Context: an optimization exercise on an open-source flow, tuned for small area, a short achievable clock period and few clock cycles per item. The choices shown serve that exercise and are no tape-out recipe. Function was checked by simulation only, so behaviour that the tests miss may differ from the original. Power and IR drop assume default switching activity.

`flow/run.sh`:
```
#!/bin/bash
# Layout flow: the standard ORFS flow (standard.sh) with two changes:
#  - the port buffers are the smallest plain buffer, sky130_fd_sc_hd__buf_1, instead of
#    the delay cell buffer_ports picks by default;
#  - synthesis maps no half/full adder cells (ADDER_MAP_FILE empty), so ABC maps all the
#    combinational logic itself.
# Registers are untouched: they come from the standard synthesis.
set -euo pipefail
export BUFFER_PORTS_ARGS="-buffer_cell sky130_fd_sc_hd__buf_1"
export ADDER_MAP_FILE=
bash standard.sh > standard.log 2>&1
```
`standard.sh`:
```
#!/bin/bash
# synth_recipe.tcl (not shown) runs the flow's synth.tcl, then flattens the netlist and writes it again
# the make line also repeats each setting of config.mk as NAME=value (left out here)
make -C /OpenROAD-flow-scripts/flow DESIGN_CONFIG=/design/flow/config.mk WORK_HOME=/design/flow/orfs CLKGATE_MAP_FILE= SYNTH_SCRIPT=/design/flow/synth_recipe.tcl "${@:-finish}"
```
`constraint.sdc`:
```
create_clock -name core_clock -period 5.0 [get_ports {clk}]
set_input_delay 1.0000 -clock core_clock [delete_from_list [all_inputs] [get_ports {clk}]]
set_output_delay 1.0000 -clock core_clock [all_outputs]
set_load 0.01 [all_outputs]
```
`config.mk`:
```
export PLATFORM = sky130hd
export DESIGN_NAME = simple_modular_adder
export DESIGN_NICKNAME = simple_modular_adder
export VERILOG_FILES = /design/flow/design.v
export SDC_FILE = /design/flow/constraint.sdc
export NUM_CORES = 4
export LEC_CHECK = 0
export CAP_MARGIN = 20
export CORE_MARGIN = 2
export CORE_UTILIZATION = 40
export GPL_TIMING_DRIVEN = 0
export SLEW_MARGIN = 20
export SYNTH_HIERARCHICAL = 1
```
`design.v`:
```
module ma_blk9(a, b, al, bl, hs, bg, bt);
  input [8:0] a, b;
  input al, bl;
  output [8:0] hs;
  output bg, bt;
  wire [8:0] x = a ^ b;
  wire [8:0] y = {a[7:0] & b[7:0], al & bl};
  wire [8:0] gp = x & y, tp = x | y, h = x ^ y;
  wire p0_1g = gp[1] | (tp[1] & gp[0]);
  wire p0_1t = tp[1] & tp[0];
  wire p0_3g = gp[3] | (tp[3] & gp[2]);
  wire p0_3t = tp[3] & tp[2];
  wire p0_5g = gp[5] | (tp[5] & gp[4]);
  wire p0_5t = tp[5] & tp[4];
  wire p0_7g = gp[7] | (tp[7] & gp[6]);
  wire p0_7t = tp[7] & tp[6];
  wire p1_2g = gp[2] | (tp[2] & p0_1g);
  wire p1_2t = tp[2] & p0_1t;
  wire p1_3g = p0_3g | (p0_3t & p0_1g);
  wire p1_3t = p0_3t & p0_1t;
  wire p1_6g = gp[6] | (tp[6] & p0_5g);
  wire p1_6t = tp[6] & p0_5t;
  wire p1_7g = p0_7g | (p0_7t & p0_5g);
  wire p1_7t = p0_7t & p0_5t;
  wire p2_4g = gp[4] | (tp[4] & p1_3g);
  wire p2_4t = tp[4] & p1_3t;
  wire p2_5g = p0_5g | (p0_5t & p1_3g);
  wire p2_5t = p0_5t & p1_3t;
  wire p2_6g = p1_6g | (p1_6t & p1_3g);
  wire p2_6t = p1_6t & p1_3t;
  wire p2_7g = p1_7g | (p1_7t & p1_3g);
  wire p2_7t = p1_7t & p1_3t;
  wire p3_8g = gp[8] | (tp[8] & p2_7g);
  wire p3_8t = tp[8] & p2_7t;
  assign hs[0] = h[0];
  assign hs[1] = h[1] ^ gp[0];
  assign hs[2] = h[2] ^ p0_1g;
  assign hs[3] = h[3] ^ p1_2g;
  assign hs[4] = h[4] ^ p1_3g;
  assign hs[5] = h[5] ^ p2_4g;
  assign hs[6] = h[6] ^ p2_5g;
  assign hs[7] = h[7] ^ p2_6g;
  assign hs[8] = h[8] ^ p2_7g;
  assign bg = p3_8g;
  assign bt = p3_8t;
endmodule
module mb_blk9(hs, cb, r);
  input [8:0] hs;
  input cb;
  output [8:0] r;
  wire f0_1 = hs[1] & hs[0];
  wire f0_3 = hs[3] & hs[2];
  wire f0_5 = hs[5] & hs[4];
  wire f0_7 = hs[7] & hs[6];
  wire f1_2 = hs[2] & f0_1;
  wire f1_3 = f0_3 & f0_1;
  wire f1_6 = hs[6] & f0_5;
  wire f1_7 = f0_7 & f0_5;
  wire f2_4 = hs[4] & f1_3;
  wire f2_5 = f0_5 & f1_3;
  wire f2_6 = f1_6 & f1_3;
  wire f2_7 = f1_7 & f1_3;
  wire f3_8 = hs[8] & f2_7;
  assign r[0] = hs[0] ^ cb;
  assign r[1] = hs[1] ^ (cb & hs[0]);
  assign r[2] = hs[2] ^ (cb & f0_1);
  assign r[3] = hs[3] ^ (cb & f1_2);
  assign r[4] = hs[4] ^ (cb & f1_3);
  assign r[5] = hs[5] ^ (cb & f2_4);
  assign r[6] = hs[6] ^ (cb & f2_5);
  assign r[7] = hs[7] ^ (cb & f2_6);
  assign r[8] = hs[8] ^ (cb & f2_7);
endmodule
module ma_blk16(a, b, al, bl, hs, bg, bt);
  input [15:0] a, b;
  input al, bl;
  output [15:0] hs;
  output bg, bt;
  wire [15:0] x = a ^ b;
  wire [15:0] y = {a[14:0] & b[14:0], al & bl};
  wire [15:0] gp = x & y, tp = x | y, h = x ^ y;
  wire p0_1g = gp[1] | (tp[1] & gp[0]);
  wire p0_1t = tp[1] & tp[0];
  wire p0_3g = gp[3] | (tp[3] & gp[2]);
  wire p0_3t = tp[3] & tp[2];
  wire p0_5g = gp[5] | (tp[5] & gp[4]);
  wire p0_5t = tp[5] & tp[4];
  wire p0_7g = gp[7] | (tp[7] & gp[6]);
  wire p0_7t = tp[7] & tp[6];
  wire p0_9g = gp[9] | (tp[9] & gp[8]);
  wire p0_9t = tp[9] & tp[8];
  wire p0_11g = gp[11] | (tp[11] & gp[10]);
  wire p0_11t = tp[11] & tp[10];
  wire p0_13g = gp[13] | (tp[13] & gp[12]);
  wire p0_13t = tp[13] & tp[12];
  wire p0_15g = gp[15] | (tp[15] & gp[14]);
  wire p0_15t = tp[15] & tp[14];
  wire p1_2g = gp[2] | (tp[2] & p0_1g);
  wire p1_2t = tp[2] & p0_1t;
  wire p1_3g = p0_3g | (p0_3t & p0_1g);
  wire p1_3t = p0_3t & p0_1t;
  wire p1_6g = gp[6] | (tp[6] & p0_5g);
  wire p1_6t = tp[6] & p0_5t;
  wire p1_7g = p0_7g | (p0_7t & p0_5g);
  wire p1_7t = p0_7t & p0_5t;
  wire p1_10g = gp[10] | (tp[10] & p0_9g);
  wire p1_10t = tp[10] & p0_9t;
  wire p1_11g = p0_11g | (p0_11t & p0_9g);
  wire p1_11t = p0_11t & p0_9t;
  wire p1_14g = gp[14] | (tp[14] & p0_13g);
  wire p1_14t = tp[14] & p0_13t;
  wire p1_15g = p0_15g | (p0_15t & p0_13g);
  wire p1_15t = p0_15t & p0_13t;
  wire p2_4g = gp[4] | (tp[4] & p1_3g);
  wire p2_4t = tp[4] & p1_3t;
  wire p2_5g = p0_5g | (p0_5t & p1_3g);
  wire p2_5t = p0_5t & p1_3t;
  wire p2_6g = p1_6g | (p1_6t & p1_3g);
  wire p2_6t = p1_6t & p1_3t;
  wire p2_7g = p1_7g | (p1_7t & p1_3g);
  wire p2_7t = p1_7t & p1_3t;
  wire p2_12g = gp[12] | (tp[12] & p1_11g);
  wire p2_12t = tp[12] & p1_11t;
  wire p2_13g = p0_13g | (p0_13t & p1_11g);
  wire p2_13t = p0_13t & p1_11t;
  wire p2_14g = p1_14g | (p1_14t & p1_11g);
  wire p2_14t = p1_14t & p1_11t;
  wire p2_15g = p1_15g | (p1_15t & p1_11g);
  wire p2_15t = p1_15t & p1_11t;
  wire p3_8g = gp[8] | (tp[8] & p2_7g);
  wire p3_8t = tp[8] & p2_7t;
  wire p3_9g = p0_9g | (p0_9t & p2_7g);
  wire p3_9t = p0_9t & p2_7t;
  wire p3_10g = p1_10g | (p1_10t & p2_7g);
  wire p3_10t = p1_10t & p2_7t;
  wire p3_11g = p1_11g | (p1_11t & p2_7g);
  wire p3_11t = p1_11t & p2_7t;
  wire p3_12g = p2_12g | (p2_12t & p2_7g);
  wire p3_12t = p2_12t & p2_7t;
  wire p3_13g = p2_13g | (p2_13t & p2_7g);
  wire p3_13t = p2_13t & p2_7t;
  wire p3_14g = p2_14g | (p2_14t & p2_7g);
  wire p3_14t = p2_14t & p2_7t;
  wire p3_15g = p2_15g | (p2_15t & p2_7g);
  wire p3_15t = p2_15t & p2_7t;
  assign hs[0] = h[0];
  assign hs[1] = h[1] ^ gp[0];
  assign hs[2] = h[2] ^ p0_1g;
  assign hs[3] = h[3] ^ p1_2g;
  assign hs[4] = h[4] ^ p1_3g;
  assign hs[5] = h[5] ^ p2_4g;
  assign hs[6] = h[6] ^ p2_5g;
  assign hs[7] = h[7] ^ p2_6g;
  assign hs[8] = h[8] ^ p2_7g;
  assign hs[9] = h[9] ^ p3_8g;
  assign hs[10] = h[10] ^ p3_9g;
  assign hs[11] = h[11] ^ p3_10g;
  assign hs[12] = h[12] ^ p3_11g;
  assign hs[13] = h[13] ^ p3_12g;
  assign hs[14] = h[14] ^ p3_13g;
  assign hs[15] = h[15] ^ p3_14g;
  assign bg = p3_15g;
  assign bt = p3_15t;
endmodule
module mb_blk16(hs, cb, r);
  input [15:0] hs;
  input cb;
  output [15:0] r;
  wire f0_1 = hs[1] & hs[0];
  wire f0_3 = hs[3] & hs[2];
  wire f0_5 = hs[5] & hs[4];
  wire f0_7 = hs[7] & hs[6];
  wire f0_9 = hs[9] & hs[8];
  wire f0_11 = hs[11] & hs[10];
  wire f0_13 = hs[13] & hs[12];
  wire f0_15 = hs[15] & hs[14];
  wire f1_2 = hs[2] & f0_1;
  wire f1_3 = f0_3 & f0_1;
  wire f1_6 = hs[6] & f0_5;
  wire f1_7 = f0_7 & f0_5;
  wire f1_10 = hs[10] & f0_9;
  wire f1_11 = f0_11 & f0_9;
  wire f1_14 = hs[14] & f0_13;
  wire f1_15 = f0_15 & f0_13;
  wire f2_4 = hs[4] & f1_3;
  wire f2_5 = f0_5 & f1_3;
  wire f2_6 = f1_6 & f1_3;
  wire f2_7 = f1_7 & f1_3;
  wire f2_12 = hs[12] & f1_11;
  wire f2_13 = f0_13 & f1_11;
  wire f2_14 = f1_14 & f1_11;
  wire f2_15 = f1_15 & f1_11;
  wire f3_8 = hs[8] & f2_7;
  wire f3_9 = f0_9 & f2_7;
  wire f3_10 = f1_10 & f2_7;
  wire f3_11 = f1_11 & f2_7;
  wire f3_12 = f2_12 & f2_7;
  wire f3_13 = f2_13 & f2_7;
  wire f3_14 = f2_14 & f2_7;
  wire f3_15 = f2_15 & f2_7;
  assign r[0] = hs[0] ^ cb;
  assign r[1] = hs[1] ^ (cb & hs[0]);
  assign r[2] = hs[2] ^ (cb & f0_1);
  assign r[3] = hs[3] ^ (cb & f1_2);
  assign r[4] = hs[4] ^ (cb & f1_3);
  assign r[5] = hs[5] ^ (cb & f2_4);
  assign r[6] = hs[6] ^ (cb & f2_5);
  assign r[7] = hs[7] ^ (cb & f2_6);
  assign r[8] = hs[8] ^ (cb & f2_7);
  assign r[9] = hs[9] ^ (cb & f3_8);
  assign r[10] = hs[10] ^ (cb & f3_9);
  assign r[11] = hs[11] ^ (cb & f3_10);
  assign r[12] = hs[12] ^ (cb & f3_11);
  assign r[13] = hs[13] ^ (cb & f3_12);
  assign r[14] = hs[14] ^ (cb & f3_13);
  assign r[15] = hs[15] ^ (cb & f3_14);
endmodule
module ma_low(a, b, x5, l0, l1, c0, c1);
  input [4:0] a, b;
  input x5;
  output [5:0] l0, l1;
  output c0, c1;
  wire [6:0] s0 = {2'b0, a} + {2'b0, b} + {1'b0, x5, 5'b0};
  wire [6:0] s1 = s0 + 7'd19;
  assign l0 = s0[5:0];
  assign l1 = s1[5:0];
  assign c0 = s0[6];
  assign c1 = s1[6];
endmodule
module mb_carry(bg, bt, c0, c1, y, sel, cb);
  input [15:0] bg, bt;
  input c0, c1, y;
  output sel;
  output [15:0] cb;
  wire q0_1g = bg[1] | (bt[1] & bg[0]);
  wire q0_1t = bt[1] & bt[0];
  wire q0_3g = bg[3] | (bt[3] & bg[2]);
  wire q0_3t = bt[3] & bt[2];
  wire q0_5g = bg[5] | (bt[5] & bg[4]);
  wire q0_5t = bt[5] & bt[4];
  wire q0_7g = bg[7] | (bt[7] & bg[6]);
  wire q0_7t = bt[7] & bt[6];
  wire q0_9g = bg[9] | (bt[9] & bg[8]);
  wire q0_9t = bt[9] & bt[8];
  wire q0_11g = bg[11] | (bt[11] & bg[10]);
  wire q0_11t = bt[11] & bt[10];
  wire q0_13g = bg[13] | (bt[13] & bg[12]);
  wire q0_13t = bt[13] & bt[12];
  wire q0_15g = bg[15] | (bt[15] & bg[14]);
  wire q0_15t = bt[15] & bt[14];
  wire q1_2g = bg[2] | (bt[2] & q0_1g);
  wire q1_2t = bt[2] & q0_1t;
  wire q1_3g = q0_3g | (q0_3t & q0_1g);
  wire q1_3t = q0_3t & q0_1t;
  wire q1_6g = bg[6] | (bt[6] & q0_5g);
  wire q1_6t = bt[6] & q0_5t;
  wire q1_7g = q0_7g | (q0_7t & q0_5g);
  wire q1_7t = q0_7t & q0_5t;
  wire q1_10g = bg[10] | (bt[10] & q0_9g);
  wire q1_10t = bt[10] & q0_9t;
  wire q1_11g = q0_11g | (q0_11t & q0_9g);
  wire q1_11t = q0_11t & q0_9t;
  wire q1_14g = bg[14] | (bt[14] & q0_13g);
  wire q1_14t = bt[14] & q0_13t;
  wire q1_15g = q0_15g | (q0_15t & q0_13g);
  wire q1_15t = q0_15t & q0_13t;
  wire q2_4g = bg[4] | (bt[4] & q1_3g);
  wire q2_4t = bt[4] & q1_3t;
  wire q2_5g = q0_5g | (q0_5t & q1_3g);
  wire q2_5t = q0_5t & q1_3t;
  wire q2_6g = q1_6g | (q1_6t & q1_3g);
  wire q2_6t = q1_6t & q1_3t;
  wire q2_7g = q1_7g | (q1_7t & q1_3g);
  wire q2_7t = q1_7t & q1_3t;
  wire q2_12g = bg[12] | (bt[12] & q1_11g);
  wire q2_12t = bt[12] & q1_11t;
  wire q2_13g = q0_13g | (q0_13t & q1_11g);
  wire q2_13t = q0_13t & q1_11t;
  wire q2_14g = q1_14g | (q1_14t & q1_11g);
  wire q2_14t = q1_14t & q1_11t;
  wire q2_15g = q1_15g | (q1_15t & q1_11g);
  wire q2_15t = q1_15t & q1_11t;
  wire q3_8g = bg[8] | (bt[8] & q2_7g);
  wire q3_8t = bt[8] & q2_7t;
  wire q3_9g = q0_9g | (q0_9t & q2_7g);
  wire q3_9t = q0_9t & q2_7t;
  wire q3_10g = q1_10g | (q1_10t & q2_7g);
  wire q3_10t = q1_10t & q2_7t;
  wire q3_11g = q1_11g | (q1_11t & q2_7g);
  wire q3_11t = q1_11t & q2_7t;
  wire q3_12g = q2_12g | (q2_12t & q2_7g);
  wire q3_12t = q2_12t & q2_7t;
  wire q3_13g = q2_13g | (q2_13t & q2_7g);
  wire q3_13t = q2_13t & q2_7t;
  wire q3_14g = q2_14g | (q2_14t & q2_7g);
  wire q3_14t = q2_14t & q2_7t;
  wire q3_15g = q2_15g | (q2_15t & q2_7g);
  wire q3_15t = q2_15t & q2_7t;
  assign sel = y | q3_15g | (q3_15t & c1);
  wire cin = c0 | (sel & c1);
  assign cb[0] = cin;
  assign cb[1] = bg[0] | (bt[0] & cin);
  assign cb[2] = q0_1g | (q0_1t & cin);
  assign cb[3] = q1_2g | (q1_2t & cin);
  assign cb[4] = q1_3g | (q1_3t & cin);
  assign cb[5] = q2_4g | (q2_4t & cin);
  assign cb[6] = q2_5g | (q2_5t & cin);
  assign cb[7] = q2_6g | (q2_6t & cin);
  assign cb[8] = q2_7g | (q2_7t & cin);
  assign cb[9] = q3_8g | (q3_8t & cin);
  assign cb[10] = q3_9g | (q3_9t & cin);
  assign cb[11] = q3_10g | (q3_10t & cin);
  assign cb[12] = q3_11g | (q3_11t & cin);
  assign cb[13] = q3_12g | (q3_12t & cin);
  assign cb[14] = q3_13g | (q3_13t & cin);
  assign cb[15] = q3_14g | (q3_14t & cin);
endmodule
module simple_modular_adder(a,b,clk,rst,out,done);
input [255:0] a,b;
input clk,rst;
output [255:0] out;
output done;
wire [254:6] hs;
wire [15:0] bg, bt;
wire [5:0] l0, l1;
wire c0, c1;
ma_low u_low(.a(a[4:0]), .b(b[4:0]), .x5(a[5] ^ b[5]), .l0(l0), .l1(l1), .c0(c0), .c1(c1));
ma_blk16 u_a0(.a(a[21:6]), .b(b[21:6]), .al(a[5]), .bl(b[5]), .hs(hs[21:6]), .bg(bg[0]), .bt(bt[0]));
ma_blk16 u_a1(.a(a[37:22]), .b(b[37:22]), .al(a[21]), .bl(b[21]), .hs(hs[37:22]), .bg(bg[1]), .bt(bt[1]));
ma_blk16 u_a2(.a(a[53:38]), .b(b[53:38]), .al(a[37]), .bl(b[37]), .hs(hs[53:38]), .bg(bg[2]), .bt(bt[2]));
ma_blk16 u_a3(.a(a[69:54]), .b(b[69:54]), .al(a[53]), .bl(b[53]), .hs(hs[69:54]), .bg(bg[3]), .bt(bt[3]));
ma_blk16 u_a4(.a(a[85:70]), .b(b[85:70]), .al(a[69]), .bl(b[69]), .hs(hs[85:70]), .bg(bg[4]), .bt(bt[4]));
ma_blk16 u_a5(.a(a[101:86]), .b(b[101:86]), .al(a[85]), .bl(b[85]), .hs(hs[101:86]), .bg(bg[5]), .bt(bt[5]));
ma_blk16 u_a6(.a(a[117:102]), .b(b[117:102]), .al(a[101]), .bl(b[101]), .hs(hs[117:102]), .bg(bg[6]), .bt(bt[6]));
ma_blk16 u_a7(.a(a[133:118]), .b(b[133:118]), .al(a[117]), .bl(b[117]), .hs(hs[133:118]), .bg(bg[7]), .bt(bt[7]));
ma_blk16 u_a8(.a(a[149:134]), .b(b[149:134]), .al(a[133]), .bl(b[133]), .hs(hs[149:134]), .bg(bg[8]), .bt(bt[8]));
ma_blk16 u_a9(.a(a[165:150]), .b(b[165:150]), .al(a[149]), .bl(b[149]), .hs(hs[165:150]), .bg(bg[9]), .bt(bt[9]));
ma_blk16 u_a10(.a(a[181:166]), .b(b[181:166]), .al(a[165]), .bl(b[165]), .hs(hs[181:166]), .bg(bg[10]), .bt(bt[10]));
ma_blk16 u_a11(.a(a[197:182]), .b(b[197:182]), .al(a[181]), .bl(b[181]), .hs(hs[197:182]), .bg(bg[11]), .bt(bt[11]));
ma_blk16 u_a12(.a(a[213:198]), .b(b[213:198]), .al(a[197]), .bl(b[197]), .hs(hs[213:198]), .bg(bg[12]), .bt(bt[12]));
ma_blk16 u_a13(.a(a[229:214]), .b(b[229:214]), .al(a[213]), .bl(b[213]), .hs(hs[229:214]), .bg(bg[13]), .bt(bt[13]));
ma_blk16 u_a14(.a(a[245:230]), .b(b[245:230]), .al(a[229]), .bl(b[229]), .hs(hs[245:230]), .bg(bg[14]), .bt(bt[14]));
ma_blk9 u_a15(.a(a[254:246]), .b(b[254:246]), .al(a[245]), .bl(b[245]), .hs(hs[254:246]), .bg(bg[15]), .bt(bt[15]));
reg [254:6] hs_r;
reg [15:0] bg_r, bt_r;
reg [5:0] l0_r, l1_r;
reg c0_r, c1_r, y_r;
always @(posedge clk) begin
  hs_r <= hs;
  bg_r <= bg;
  bt_r <= bt;
  l0_r <= l0;
  l1_r <= l1;
  c0_r <= c0;
  c1_r <= c1;
  y_r <= a[254] & b[254];
end
wire sel;
wire [15:0] cb;
wire [254:0] r;
mb_carry u_c(.bg(bg_r), .bt(bt_r), .c0(c0_r), .c1(c1_r), .y(y_r), .sel(sel), .cb(cb));
assign r[5:0] = sel ? l1_r : l0_r;
mb_blk16 u_b0(.hs(hs_r[21:6]), .cb(cb[0]), .r(r[21:6]));
mb_blk16 u_b1(.hs(hs_r[37:22]), .cb(cb[1]), .r(r[37:22]));
mb_blk16 u_b2(.hs(hs_r[53:38]), .cb(cb[2]), .r(r[53:38]));
mb_blk16 u_b3(.hs(hs_r[69:54]), .cb(cb[3]), .r(r[69:54]));
mb_blk16 u_b4(.hs(hs_r[85:70]), .cb(cb[4]), .r(r[85:70]));
mb_blk16 u_b5(.hs(hs_r[101:86]), .cb(cb[5]), .r(r[101:86]));
mb_blk16 u_b6(.hs(hs_r[117:102]), .cb(cb[6]), .r(r[117:102]));
mb_blk16 u_b7(.hs(hs_r[133:118]), .cb(cb[7]), .r(r[133:118]));
mb_blk16 u_b8(.hs(hs_r[149:134]), .cb(cb[8]), .r(r[149:134]));
mb_blk16 u_b9(.hs(hs_r[165:150]), .cb(cb[9]), .r(r[165:150]));
mb_blk16 u_b10(.hs(hs_r[181:166]), .cb(cb[10]), .r(r[181:166]));
mb_blk16 u_b11(.hs(hs_r[197:182]), .cb(cb[11]), .r(r[197:182]));
mb_blk16 u_b12(.hs(hs_r[213:198]), .cb(cb[12]), .r(r[213:198]));
mb_blk16 u_b13(.hs(hs_r[229:214]), .cb(cb[13]), .r(r[229:214]));
mb_blk16 u_b14(.hs(hs_r[245:230]), .cb(cb[14]), .r(r[245:230]));
mb_blk9 u_b15(.hs(hs_r[254:246]), .cb(cb[15]), .r(r[254:246]));
reg [254:0] res;
reg st, dn;
always @(posedge clk) begin
  res <= r;
  st <= rst;
  dn <= st & ~rst;
end
assign out = {1'b0, res};
assign done = dn;
endmodule
```
==> results of run 1 <==
-- per-module statistics from Yosys (local to each module, per instance) --
module	cells	flip-flops and latches	cell area [µm²]	times used
simple_modular_adder	565	553	11200	1
ma_blk16	126	0	916	15
ma_blk9	87	0	553	1
mb_carry	69	0	435	1
ma_low	43	0	343	1
mb_blk16	41	0	297	15
mb_blk9	21	0	155	1
-- metal layers --
metal / part of all wire, % / global-route usage (%) / vias to the layer above
li1: - / - / 13500
met1: 39 / 25.0 / 12300
met2: 50 / 40.0 / 668
met3: 7.3 / 6.89 / 190
met4: 3.4 / 8.93 / 50
met5: 0.34 / 0 / -
-- cell type report --
class                           instances  area (µm²)
Fill cell                            7554       39300
Multi-Input combinational cell       2613       18900
Sequential cell                       553       11100
Timing Repair Buffer                  704        2640
Clock buffer                           92        1860
Tap cell                             1030        1290
Buffer                                 66         659
Clock inverter                         18         240
Inverter                               58         218
Antenna cell                           17        42.5
-- flip-flops by register name, summed over array words and instances (netlist names) --
| register | flops |
|---|---|
| bg_r | 16 |
| l1_r | 6 |
| c1_r | 1 |
| l0_r | 6 |
| bt_r | 16 |
| y_r | 1 |
| st | 1 |
| c0_r | 1 |
| hs_r | 249 |
| dn | 1 |
| res | 255 |
-- layout by cell type, fill, tap and decap left out, types with 70 or more instances in the layout --
master   synthesis  routed
buf_1            0     704
dfxtp_1        553     553
xnor2_1        427     427
nand2_1        323     323
xor2_1         316     316
a21oi_1        230     230
nand3_1        129     129
nor2_1         128     128
nor4_1          93      93
nor3_1          77      77
o21ai_0         70      70
-- per-stage QoR --
step	setup slack, ns	hold slack (ns)
after floorplan	2.21	0.409
after global placement	1.25	0.412
after detailed placement	1.24	0.415
after CTS	1.24	0.410
after global routing	1.06	0.434
final	1.32	0.414
-- critical path, cell delays in order (launching register included) --
cell,delay [ns]
dfxtp_1,0.42
nand4_1,0.28
or4_1,0.62
a22o_1,0.27
a31oi_4,0.23
nand2b_1,0.50
a21o_1,0.40
nand4_4,0.24
nor4_1,0.42
xor2_1,0.21
-- final timing paths --
kind	startpoint	endpoint	slack (ns)	cells after the start
max	bt_r[9]$_DFF_P_	res[148]$_DFF_P_	1.32	9
max reg2reg	bt_r[9]$_DFF_P_	res[148]$_DFF_P_	1.32	9
min reg2reg	hs_r[21]$_DFF_P_	res[21]$_DFF_P_	0.41	1
min	hs_r[21]$_DFF_P_	res[21]$_DFF_P_	0.41	1
-- kinds of logic (layout without fill, tap and decap cells) --
logic type	after synthesis	count (layout)	share of synthesized area (%)
xor+xnor	775	775	22.8
mux	6	6	0.292
compound gates	801	801	19.1
simple gates	951	951	16.4
fa+ha+maj	79	79	2.69
buf+inv	124	938	2.84
flops	553	553	35.9
other cells	1	18	0.0121
-- power groups by stage --
stage	registers [mW]	clock network (mW)	logic, mW
floorplan	6.32	0	2.08
detailed placement	6.22	0	3.62
global route	6.25	5.03	3.97
finish	6.13	4.71	3.61
global placement	6.21	0	3.60
CTS	6.14	4.83	3.64
==> impl_metrics.tcl, run 1 <==
set metrics [dict create \
    power_frac_comb_pct 25.0 \
    cts_setup_buffers 0 \
    drt_iter0_drc 1053 \
    dpl.cell_count 5024 \
    synth_area_mm2 0.0309 \
    avgSynthCellArea_um2 9.39 \
    final_cell_area_mm2 0.0370 \
    area_growth_pct 19.7 \
    cts.sinks 553 \
    syn_nets 3804 \
    setup_tns_ns 0 \
    path_clk_slew_ns 0.06 \
    wl_per_cell_um 18.2 \
    core-area_mm2 0.0762 \
    fin_cells 5151 \
    grt_first_pass_wirelength_um 139000 \
    synth.area.top_cells "dfxtp_1 36%, xnor2_1 12%, xor2_1 9.0%" \
    grt_antenna_before_repair 42 \
    total_power_mw 14.5 \
    initial_utilization_pct 40.5 \
    cp_data_required_time_ns 5.50 \
    cts_tree "yes" \
    die_x_um 282 \
    worstSetupEndpointType "flip-flop" \
    synthTopCellsByCount "553 x dfxtp_1, 427 x xnor2_1, 323 x nand2_1, 316 x xor2_1, 230 x a21oi_1" \
    worst_pin_slew_ns 0.823 \
    antenna_left 0 \
    gp_congestion 0.928 \
    synthDominantCellAreaShare_pct 35.9 \
    fin_nets 4576 \
    synth_most_common_cell "dfxtp_1" \
    internal_power_mw 9.77 \
    synth_warnings 7 \
    min_period_ns 3.68 \
    drive_gt1_share_pct 10.8 \
    swShare_pct 32.4 \
    grt_start_max_net_pins 14 \
    clock_skew_ns 0.0436 \
    clkPwrFrac_pct 32.6 \
    post_cts_resized 0 \
    drc 0 \
    rows 101 \
    cts_root_buf "clkbuf_16" \
    synth_edf_count 0 \
    period_share_pct 73.5 \
    io-pin-count 771 \
    leakage_nw 13.5 \
    io_buffer_count 704 \
    track_usage_pct 22.5 \
    synth-seq-area-share_pct 35.9 \
    seqPwrFrac_pct 42.4 \
    synth-async-reset-ratio_pct 0 \
    rsz0062_at_grt "false" \
    final_util_pct 48.5 \
    grt_overflow_total 0 \
    avgViaCountPerCell 5.20 \
    finalSetupViolCount 0 \
    synthCells 3290 \
    die_h_um 282 \
    grt_pass1_vias 24900 \
    yosys.area.top_type "dfxtp_1" \
    maxSlewViolCount 0 \
    crit_arrival_ns 4.18 \
    ys_seq_elements 553 \
    switching_power_mw 4.68 \
    vias 26800 \
    ys.flop_type "dfxtp_1" \
    final_hold_viol_count 0 \
    drv_cap 0 \
    critical_path_class "flip-flop to flip-flop" \
    dieArea_mm2 0.0794 \
    status "timing/DRC/antenna clean" \
    insertion_delay_ns 0.60 \
    slew_headroom_pct 45.0 \
    numCtsBuffers 66 \
    cts_max_level 3 \
    hold_buffers 0 \
    clockBufferDepth 3 \
    fmax_mhz 272 \
    peakVddDrop_uv 224 \
    p_per_area_mw_per_mm2 391 \
    crit_path_start_kind "flip-flop" \
    holdCritPathClass "flip-flop to flip-flop" \
    wirelength_um 94000 \
    dr.pass1.iters 5 \
    dp_hpwl_um 78800 \
    placed_cell_area_mm2 0.0348 \
    critical_path.max_fanout 10 \
    ys_types 78 \
]
Testbench counts, summed over its fixed seeds: cycles 1,024, items 512.
==> run 2: changes to the inputs <==
--- a/config.mk
+++ b/config.mk
@@ -10,3 +10,3 @@
 export CORE_UTILIZATION = 40
-export GPL_TIMING_DRIVEN = 0
+export SETUP_SLACK_MARGIN = 2.0
 export SLEW_MARGIN = 20
==> impl_metrics.tcl, run 2 <==
set metrics [dict create \
    status "timing/DRC/antenna clean" \
    synth_edf_count 0 \
    critPathTopFamily "simple AND/OR/NAND/NOR gates" \
    worstSetupEndpointType "flip-flop" \
    drc 0 \
    critPathLaunch "bt_r[4]$_DFF_P_" \
    synth-async-reset-ratio_pct 0 \
    synthDominantCellAreaShare_pct 35.9 \
    peakVddDrop_uv 262 \
    antenna_left 0 \
    clockBufferDepth 3 \
    rr_endpoint "res[132]$_DFF_P_" \
    die_h_um 282 \
    track_usage_pct 22.4 \
    grt_first_pass_wirelength_um 139000 \
    numCtsBuffers 60 \
    setup_tns_ns 0 \
    crit_end "res[132]$_DFF_P_" \
    final_hold_viol_count 0 \
    crit_buf_inv 2 \
    fin_nets 4607 \
    total_power_mw 14.8 \
    rows 101 \
    p_per_area_mw_per_mm2 390 \
    most-common-layout-cells "767 x buf_1, 546 x dfxtp_1, 425 x xnor2_1" \
    final_common_cell "buf_1" \
    die_x_um 282 \
    slowest_stage "or4_4" \
    synth.area.top_cells "dfxtp_1 36%, xnor2_1 12%, xor2_1 9.0%" \
    synth_area_mm2 0.0309 \
    slowest_delay_ns 0.56 \
    critical_path_class "flip-flop to flip-flop" \
    ys_types 78 \
    switching_power_mw 4.86 \
    largest_register_ff_count 255 \
    cts_tree "yes" \
    grt_overflow_total 0 \
    clkPwrFrac_pct 32.8 \
    dp_hpwl_um 78300 \
    synthCells 3290 \
    regMostFlops "res" \
    wirelength_um 95200 \
    leakage_nw 13.9 \
    drv_cap 0 \
    path_clk_slew_ns 0.06 \
    period_share_pct 59.8 \
    avgSynthCellArea_um2 9.39 \
    hold_buffers 0 \
    gp_congestion 0.946 \
    ys.flop_type "dfxtp_1" \
    grt_antenna_before_repair 43 \
    vias 27000 \
    path_cells "nand4_1, or4_4, a22o_4, a31oi_4, buf_12, a31o_4, a21o_4, nand4_4, buf_4, nor4_4, xor2_1" \
    cts.sinks 553 \
    grt_start_max_net_pins 16 \
    crit_arrival_ns 3.52 \
    dieArea_mm2 0.0794 \
    avgViaCountPerCell 5.21 \
    ys_seq_elements 553 \
    io_buffer_count 767 \
    syn_nets 3804 \
    dr.pass1.iters 5 \
    worst_pin_slew_ns 0.843 \
    power_frac_comb_pct 25.2 \
    maxSlewViolCount 0 \
    synthTopCellsByCount "553 x dfxtp_1, 427 x xnor2_1, 323 x nand2_1, 316 x xor2_1, 230 x a21oi_1" \
    regToRegSetupSlack_ns 2.01 \
    wl_per_cell_um 18.3 \
    finalSetupViolCount 0 \
    reg2reg_from "bt_r[4]$_DFF_P_" \
    synth_most_common_cell "dfxtp_1" \
    io-pin-count 771 \
    drive_gt1_share_pct 12.3 \
    swShare_pct 32.9 \
    synth-seq-area-share_pct 35.9 \
    core-area_mm2 0.0762 \
    slew_headroom_pct 43.3 \
    cts_max_level 2 \
    yosys.area.top_type "dfxtp_1" \
    drt_iter0_drc 1060 \
    cp_data_required_time_ns 5.53 \
    crit_path_start_kind "flip-flop" \
    reg_top3 "res: 255 flops, hs_r: 249 flops" \
    critical_path.max_fanout 6 \
    insertion_delay_ns 0.63 \
    rr_worst_depth 11 \
    clock_skew_ns 0.0353 \
    internal_power_mw 9.90 \
    cp.depth 11 \
    initial_utilization_pct 40.5 \
    area_growth_pct 22.7 \
    rsz0062_at_grt "true" \
    cts_root_buf "clkbuf_16" \
    seqPwrFrac_pct 42.0 \
    min_period_ns 2.99 \
    synth_warnings 7 \
    fmax_mhz 334 \
    grt_pass1_vias 25200 \
    holdCritPathClass "flip-flop to flip-flop" \
]
[run 2: cell types whose count changed in the layout (fill, tap and decap cells not counted), moves of 6 or more]
cell | previous run | this run
nor4_4 | 0 | 33
buf_4 | 17 | 23
buf_6 | 46 | 6
buf_1 | 704 | 767
nor4_1 | 93 | 48
nor4_2 | 15 | 27
dfxtp_1 | 553 | 546
clkbuf_1 | 17 | 4
clkbuf_16 | 67 | 61
[run 2: stage by stage]
step | cells | utilization (%) | hold WS [ns] | worst slack, ns | area [µm²]
finish | 5195 | 49.7 | 0.416 | 2.01 | 37900
CTS | 5142 | 48.5 | 0.411 | 1.97 | 36900
floorplan | 3290 | - | 0.409 | 2.21 | 30900
global route | 5190 | 49.7 | 0.432 | 1.88 | 37900
detailed placement | 5021 | 45.1 | 0.414 | 1.53 | 34400
global placement | 5021 | 45.1 | 0.413 | 1.53 | 34400
[run 2: cells by family (layout without fill, tap and decap cells)]
| logic type | count (synthesis) | in the layout | share of synthesized area [%] |
|---|---|---|---|
| and+or+nand+nor | 951 | 956 | 16.4 |
| other | 1 | 22 | 0.0121 |
| DFF | 553 | 553 | 35.9 |
| AOI/OAI and AO/OA | 801 | 801 | 19.1 |
| xor gates and xnor gates | 775 | 775 | 22.8 |
| buffers and inverters | 124 | 973 | 2.84 |
| muxes | 6 | 6 | 0.292 |
| adders and majority gates | 79 | 79 | 2.69 |
[run 2: area by class of cell]
class                   count  area [µm²]
fillers                  7426       38300
multi-input cells        2618       19800
flip-flops and latches    553       11100
repair buffers            802        3220
clock buffers              79        1730
well taps                1030        1290
clock inverters            34         474
inverters                  58         218
diodes                     21        52.6
[run 2: worst reg2reg max path, cell delays in order (launching register included)]
cell	delay (ns)
dfxtp_4	0.39
nand4_1	0.15
or4_4	0.56
a22o_4	0.29
a31oi_4	0.25
buf_12	0.15
a31o_4	0.22
a21o_4	0.20
nand4_4	0.17
buf_4	0.21
nor4_4	0.13
xor2_1	0.20
[run 2: metal layers]
layer	share of wire (%)	up-vias	GRT usage (%)
li1	-	13600	-
met1	39	12500	24.8
met2	50	663	40.4
met3	6.8	218	6.19
met4	3.9	40	8.91
met5	0.28	-	0
[run 2: worst min path at each step]
stage | from | end | cells past startpoint
finish | hs_r[197]$_DFF_P_ | res[197]$_DFF_P_ | 1
global route | hs_r[254]$_DFF_P_ | res[254]$_DFF_P_ | 1
CTS | hs_r[197]$_DFF_P_ | res[197]$_DFF_P_ | 1
detailed placement | hs_r[149]$_DFF_P_ | res[149]$_DFF_P_ | 1
global placement | hs_r[85]$_DFF_P_ | res[85]$_DFF_P_ | 1
floorplan | hs_r[254]$_DFF_P_ | res[254]$_DFF_P_ | 1
[run 2: repair_timing]
item / CTS / global route
resized for setup: 45 / 96
pin swaps: 3 / 42
endpoints found under the setup margin: 158 / 103
cloned: 1 / 4
buffers inserted: 7 / 28
[run 2: Yosys stat by module (local to each module, per instance)]
module,area (µm²),cells
ma_blk16,916,126
ma_blk9,553,87
ma_low,343,43
mb_blk16,297,41
mb_blk9,155,21
mb_carry,435,69
simple_modular_adder,11200,565
[run 2: power groups by stage]
stage          clock network, mW  registers [mW]  logic (mW)
3_3_place_gp                   0            6.25        3.54
5_1_grt                     5.13            6.31        4.07
3_5_place_dp                   0            6.26        3.55
4_1_cts                     4.95            6.18        3.62
2_1_floorplan                  0            6.32        2.08
6_report                    4.85            6.20        3.72
==> run 3: changes to the inputs <==
--- a/config.mk
+++ b/config.mk
@@ -10,3 +10,3 @@
 export CORE_UTILIZATION = 40
-export SETUP_SLACK_MARGIN = 2.0
+export SETUP_SLACK_MARGIN = 2.5
 export SLEW_MARGIN = 20
==> impl_metrics.tcl, run 3 <==
set metrics [dict create \
    grt_first_pass_wirelength_um 148000 \
    synth_most_common_cell "dfxtp_1" \
    core-area_mm2 0.0762 \
    avgSynthCellArea_um2 9.39 \
    grt_overflow_total 0 \
    period_share_pct 57.7 \
    wirelength_um 102000 \
    drc 0 \
    antenna_left 0 \
    fillers 6867 \
    synth-seq-area-share_pct 35.9 \
    final_util_pct 54.7 \
    io-pin-count 771 \
    grt_pass1_vias 26200 \
    crit_path_start_kind "flip-flop" \
    status "timing/DRC/antenna clean" \
    path_clk_slew_ns 0.06 \
    dieArea_mm2 0.0794 \
    critical_path.max_fanout 5 \
    synth_compound_area_share_pct 19.1 \
    use_met3_pct 5.71 \
    crit_buf_inv 2 \
    regMostFlops "res" \
    area_growth_pct 34.9 \
    grt_use_met1_pct 27.6 \
    total_power_mw 15.2 \
    drv_cap 0 \
    synthCells 3290 \
    grt_antenna_before_repair 31 \
    critical_path_class "flip-flop to flip-flop" \
    initial_utilization_pct 40.5 \
    dr.pass1.iters 8 \
    die_h_um 282 \
    synthDominantCellAreaShare_pct 35.9 \
    drt_iter0_drc 1334 \
    min_period_ns 2.89 \
    slew_headroom_pct 42.5 \
    regArea_mm2 0.0111 \
    synth_edf_count 0 \
    ys_types 78 \
    wl_per_cell_um 19.1 \
    reg_top3 "res: 255 flops, hs_r: 249 flops" \
    synth_warnings 7 \
    vias 28200 \
    worst_pin_slew_ns 0.859 \
    busiest_layer "met2" \
    path_cells "nand4_1, or4_4, a22o_4, a31oi_4, buf_12, a21boi_4, a21oi_4, nand4_4, buf_4, nor4_4, xor2_1" \
    die_x_um 282 \
    grt_start_max_net_pins 15 \
    fin_nets 4739 \
    ys_seq_elements 553 \
    cts.sinks 553 \
    cts_tree "yes" \
    cp_data_required_time_ns 5.53 \
    crit_arrival_ns 3.42 \
    final_cell_area_mm2 0.0417 \
    finalSetupViolCount 0 \
    gp_congestion 0.907 \
    yosys.area_share.simple_pct 16.4 \
    synth_area_mm2 0.0309 \
    insertion_delay_ns 0.62 \
    clock_skew_ns 0.0164 \
    syn_nets 3804 \
    most-common-layout-cells "713 x buf_1, 544 x dfxtp_1, 393 x xnor2_1" \
    placed_cell_area_mm2 0.0352 \
    dp_hpwl_um 79400 \
    worstSetupEndpointType "flip-flop" \
    maxSlewViolCount 0 \
    synth-async-reset-ratio_pct 0 \
    final_hold_viol_count 0 \
    rows 101 \
    drive_gt1_share_pct 21.1 \
    synth.area.top_cells "dfxtp_1 36%, xnor2_1 12%, xor2_1 9.0%" \
    track_usage_pct 23.8 \
    synthMuxAreaShare_pct 0.292 \
    largest_register_ff_count 255 \
    yosys.area.top_type "dfxtp_1" \
    setup_tns_ns 0 \
    multiInputGateArea_mm2 0.0222 \
    io_buffer_count 767 \
    synthTopCellsByCount "553 x dfxtp_1, 427 x xnor2_1, 323 x nand2_1, 316 x xor2_1, 230 x a21oi_1" \
    cts_root_buf "clkbuf_16" \
    use_met2_pct 42.1 \
    leakage_nw 15.9 \
    final_common_cell "buf_1" \
    slowest_stage "or4_4" \
    ys.flop_type "dfxtp_1" \
    p_per_area_mw_per_mm2 366 \
    synthAdderAreaFrac_pct 2.69 \
    rsz0062_at_grt "true" \
    cts_max_level 2 \
    fmax_mhz 346 \
    numCtsBuffers 60 \
    holdWs_ns 0.418 \
    clockBufferDepth 3 \
    synthXorXnorAreaFrac_pct 22.8 \
    holdCritPathClass "flip-flop to flip-flop" \
    synth_top_family_by_area "XOR/XNOR gates" \
    avgViaCountPerCell 5.30 \
    slowest_delay_ns 0.57 \
    critPathTopFamily "simple AND/OR/NAND/NOR gates" \
    peakVddDrop_uv 209 \
]
-- run 3: routing by layer --
metal,part of all wire (%),vias up
met5,0.13,-
met4,3.8,22
met3,6.4,213
met2,50,753
met1,40,13300
li1,-,13900
-- run 3: per-stage QoR --
stage	worst slack, ns	cells
after floorplan	2.27	3290
after global placement	1.63	5021
after detailed placement	1.62	5021
after CTS	2.12	5233
after global routing	1.98	5320
final	2.11	5323
-- run 3: final timing paths --
kind	start	end	slack (ns)	cells past startpoint
setup / recovery	bt_r[9]$_DFF_P_	res[242]$_DFF_P_	2.11	11
hold / removal	hs_r[254]$_DFF_P_	res[254]$_DFF_P_	0.42	1
setup reg to reg	bt_r[9]$_DFF_P_	res[242]$_DFF_P_	2.11	11
hold reg to reg	hs_r[254]$_DFF_P_	res[254]$_DFF_P_	0.42	1
-- run 3: per-module statistics from Yosys (local to each module, per instance) --
module	cells inside	flip-flops and latches	times used
ma_low	43	0	1
ma_blk9	87	0	1
mb_blk16	41	0	15
mb_blk9	21	0	1
ma_blk16	126	0	15
simple_modular_adder	565	553	1
mb_carry	69	0	1
-- run 3: timing repair --
action                     CTS  global route
hold buffers                 0             0
gates cloned                11             0
pin swaps                  180           146
setup buffers               92            69
resized for setup          310           246
setup endpoints to repair  254           310
-- run 3: where the power goes --
part	total (mW)	leakage [nW]	switching, mW	internal [mW]
clock	4.65	1.03	1.84	2.80
combinational	4.31	10.2	2.51	1.80
sequential	6.28	4.66	0.855	5.43
-- run 3: worst register-to-register path: stages, from the launching register on --
cell and delay, ns:
dfxtp_4 0.36, nand4_1 0.17, or4_4 0.58, a22o_4 0.28
a31oi_4 0.16, buf_12 0.14, a21boi_4 0.10, a21oi_4 0.27
nand4_4 0.20, buf_4 0.21, nor4_4 0.14, xor2_1 0.21
-- run 3: area by class of cell --
cell class	instances	share of cell area, %
Multi-Input combinational cell	2624	53.3
Sequential cell	553	26.6
Timing Repair Buffer	928	11.3
Clock buffer	85	4.24
Tap cell	1030	3.09
Clock inverter	24	0.754
Inverter	58	0.553
Antenna cell	21	0.126
-- run 3: logic make-up (layout without fill, tap and decap cells) --
family	Yosys count	in the layout
multiplexers	6	6
XOR/XNOR	775	775
other	1	22
AND/OR/NAND/NOR	951	962
adder cells (fa/ha/maj)	79	79
buffers and inverters	124	1095
flip-flops	553	553
AO/OA/AOI/OAI	801	801
==> run 4: changes to the inputs <==
--- a/config.mk
+++ b/config.mk
@@ -10,3 +10,2 @@
 export CORE_UTILIZATION = 40
-export SETUP_SLACK_MARGIN = 2.5
 export SLEW_MARGIN = 20
==> impl_metrics.tcl, run 4 <==
set metrics [dict create \
    worst_pin_slew_ns 0.907 \
    reg_top3 "res: 255 flops, hs_r: 249 flops" \
    synth_warnings 7 \
    die_x_um 282 \
    multiInputGateArea_mm2 0.0189 \
    regMostFlops "res" \
    cts_root_buf "clkbuf_16" \
    antenna_left 0 \
    wirelength_um 93000 \
    final_common_cell "buf_1" \
    synthCells 3290 \
    final_util_pct 48.1 \
    drt_iter0_drc 1137 \
    synth-seq-area-share_pct 35.9 \
    p_per_area_mw_per_mm2 397 \
    dieArea_mm2 0.0794 \
    synth_edf_count 0 \
    min_period_ns 3.47 \
    cts_setup_buffers 0 \
    post_cts_resized 0 \
    clockBufferDepth 3 \
    ys_seq_elements 553 \
    syn_nets 3804 \
    crit_arrival_ns 4.01 \
    fillers 7542 \
    synth_area_mm2 0.0309 \
    regArea_mm2 0.0111 \
    synth-async-reset-ratio_pct 0 \
    setup_tns_ns 0 \
    synth_most_common_cell "dfxtp_1" \
    initial_utilization_pct 40.5 \
    core-area_mm2 0.0762 \
    insertion_delay_ns 0.62 \
    critical_path.max_fanout 10 \
    numCtsBuffers 60 \
    dr.pass1.iters 5 \
    rows 101 \
    avgSynthCellArea_um2 9.39 \
    dp_hpwl_um 78300 \
    path_clk_slew_ns 0.06 \
    leakage_nw 13.2 \
    worstSetupEndpointType "flip-flop" \
    track_usage_pct 22.2 \
    synthTopCellsByCount "553 x dfxtp_1, 427 x xnor2_1, 323 x nand2_1, 316 x xor2_1, 230 x a21oi_1" \
    finalSetupViolCount 0 \
    cp_data_required_time_ns 5.54 \
    cts_max_level 2 \
    grt_antenna_before_repair 46 \
    grt_first_pass_wirelength_um 138000 \
    gp_congestion 0.946 \
    rsz0062_at_grt "false" \
    yosys.area.top_type "dfxtp_1" \
    grt_pass1_vias 24900 \
    fin_nets 4567 \
    avgViaCountPerCell 5.19 \
    hold_buffers 0 \
    ys_types 78 \
    final_hold_viol_count 0 \
    vias 26700 \
    grt_overflow_total 0 \
    holdCritPathClass "flip-flop to flip-flop" \
    drc 0 \
    die_h_um 282 \
    cts_tree "yes" \
    largest_register_ff_count 255 \
    maxSlewViolCount 0 \
    critical_path_class "flip-flop to flip-flop" \
    synth.area.top_cells "dfxtp_1 36%, xnor2_1 12%, xor2_1 9.0%" \
    slew_headroom_pct 39.3 \
    wl_per_cell_um 18.0 \
    peakVddDrop_uv 260 \
    cts.sinks 553 \
    grt_start_max_net_pins 16 \
    io_buffer_count 767 \
    clock_skew_ns 0.0318 \
    drv_cap 0 \
    drive_gt1_share_pct 9.58 \
    area_growth_pct 18.7 \
    fmax_mhz 288 \
    crit_path_start_kind "flip-flop" \
    synthDominantCellAreaShare_pct 35.9 \
    most-common-layout-cells "767 x buf_1, 553 x dfxtp_1, 427 x xnor2_1" \
    period_share_pct 69.3 \
    io-pin-count 771 \
    status "timing/DRC/antenna clean" \
    ys.flop_type "dfxtp_1" \
]
[run 4: cell types whose count changed in the layout (fill, tap and decap cells not counted), sizes merged]
cell and delta:
clkinvlp +4, buf -110, inv +4, clkbuf -57, clkinv -1, bufinv +3
nand4 -11
[run 4: path summary, 6_finish.rpt]
kind,slack (ns),endpoint,startpoint,cells after the start
max,1.53,res[228]$_DFF_P_,bt_r[13]$_DFF_P_,9
min,0.42,res[197]$_DFF_P_,hs_r[197]$_DFF_P_,1
max reg2reg,1.53,res[228]$_DFF_P_,bt_r[13]$_DFF_P_,9
min reg2reg,0.42,res[197]$_DFF_P_,hs_r[197]$_DFF_P_,1
[run 4: worst max-delay path: stages (launching register included)]
cell and delay (ns):
dfxtp_1 0.38, nand3_1 0.26, or4_1 0.57, a22o_1 0.27, a31oi_4 0.23, a21boi_2 0.18, o21bai_1 0.61, nand4_4 0.29
nor4_1 0.41, xor2_1 0.19
[run 4: cell type report]
| class | count | area share [%] |
|---|---|---|
| sequential | 553 | 30.2 |
| antenna | 21 | 0.143 |
| clock inverter | 34 | 1.29 |
| inverter | 58 | 0.594 |
| multi-input combinational | 2613 | 51.7 |
| tap | 1030 | 3.52 |
| timing repair buffer | 767 | 7.86 |
| clock buffer | 79 | 4.73 |
[run 4: power by group]
part / leakage [nW] / internal [mW] / switching, mW
clock: 1.07 / 2.96 / 1.87
combinational: 7.51 / 1.45 / 2.09
sequential: 4.66 / 5.43 / 0.747
total: 13.2 / 9.84 / 4.71
[run 4: routing by layer]
metal / vias up / wire [µm] / GRT usage [%]
li1: 13500 / - / -
met1: 12300 / 36200 / 24.4
met2: 677 / 46700 / 40.3
met3: 202 / 6640 / 6.41
met4: 46 / 3230 / 8.16
met5: - / 296 / 0
[run 4: modules after synthesis, one instance, submodules excluded]
module	times used	area [µm²]
mb_carry	1	435
mb_blk9	1	155
ma_low	1	343
mb_blk16	15	297
simple_modular_adder	1	11200
ma_blk9	1	553
ma_blk16	15	916
[run 4: logic make-up (layout without fill, tap and decap cells)]
| group | after synthesis | count (layout) | share of synthesized area (%) |
|---|---|---|---|
| and+or+nand+nor | 951 | 951 | 16.4 |
| AOI/OAI and AO/OA | 801 | 801 | 19.1 |
| xor gates and xnor gates | 775 | 775 | 22.8 |
| DFF | 553 | 553 | 35.9 |
| buffers and inverters | 124 | 938 | 2.84 |
| adders and majority gates | 79 | 79 | 2.69 |
| muxes | 6 | 6 | 0.292 |
| other | 1 | 22 | 0.0121 |
[run 4: per-stage QoR]
stage,hold slack (ns),instance area [µm²],setup slack (ns),power (mW),std cells
floorplan,0.409,30900,2.21,8.40,3290
global placement,0.413,34400,1.53,9.79,5021
detailed placement,0.414,34400,1.53,9.82,5021
CTS,0.411,36600,1.50,14.7,5134
global route,0.432,36600,1.27,15.3,5147
finish,0.418,36600,1.53,14.6,5155

-- afterwards: timing with drivers on the ports --
The results above use ideal ports. As a check the final layouts listed here were re-extracted and re-timed, cells and wires unchanged. Step 1, drivers: a clkbuf_16 drives clk and a buf_2 each remaining input, both assumed. Step 2 also shifts input and output timing later by t, the mid clock arrival at the registers, as if the neighbouring blocks saw the same clock. Slacks: no drivers / after step 1 / after step 2; pairs: no drivers / after step 1.
run	t (ns)	setup slack, ns	worst setup path at the end	slew at the worst register clock pin (ns)	cell pins on the clock port's net
run 1	0.641	1.323 / 1.323 / 1.323	register to register	0.06 / 0.06	1
run 2	0.675	2.009 / 2.009 / 1.681	input to register	0.07 / 0.07	1
run 3	0.672	2.113 / 2.113 / 1.902	input to register	0.07 / 0.07	1
run 4	0.672	1.533 / 1.533 / 1.533	register to register	0.07 / 0.07	1
After both steps setup and hold are still met in every run listed. The setup slack of run 2, which loses most, moves by 0.000 ns with the drivers and by -0.328 ns with both steps.
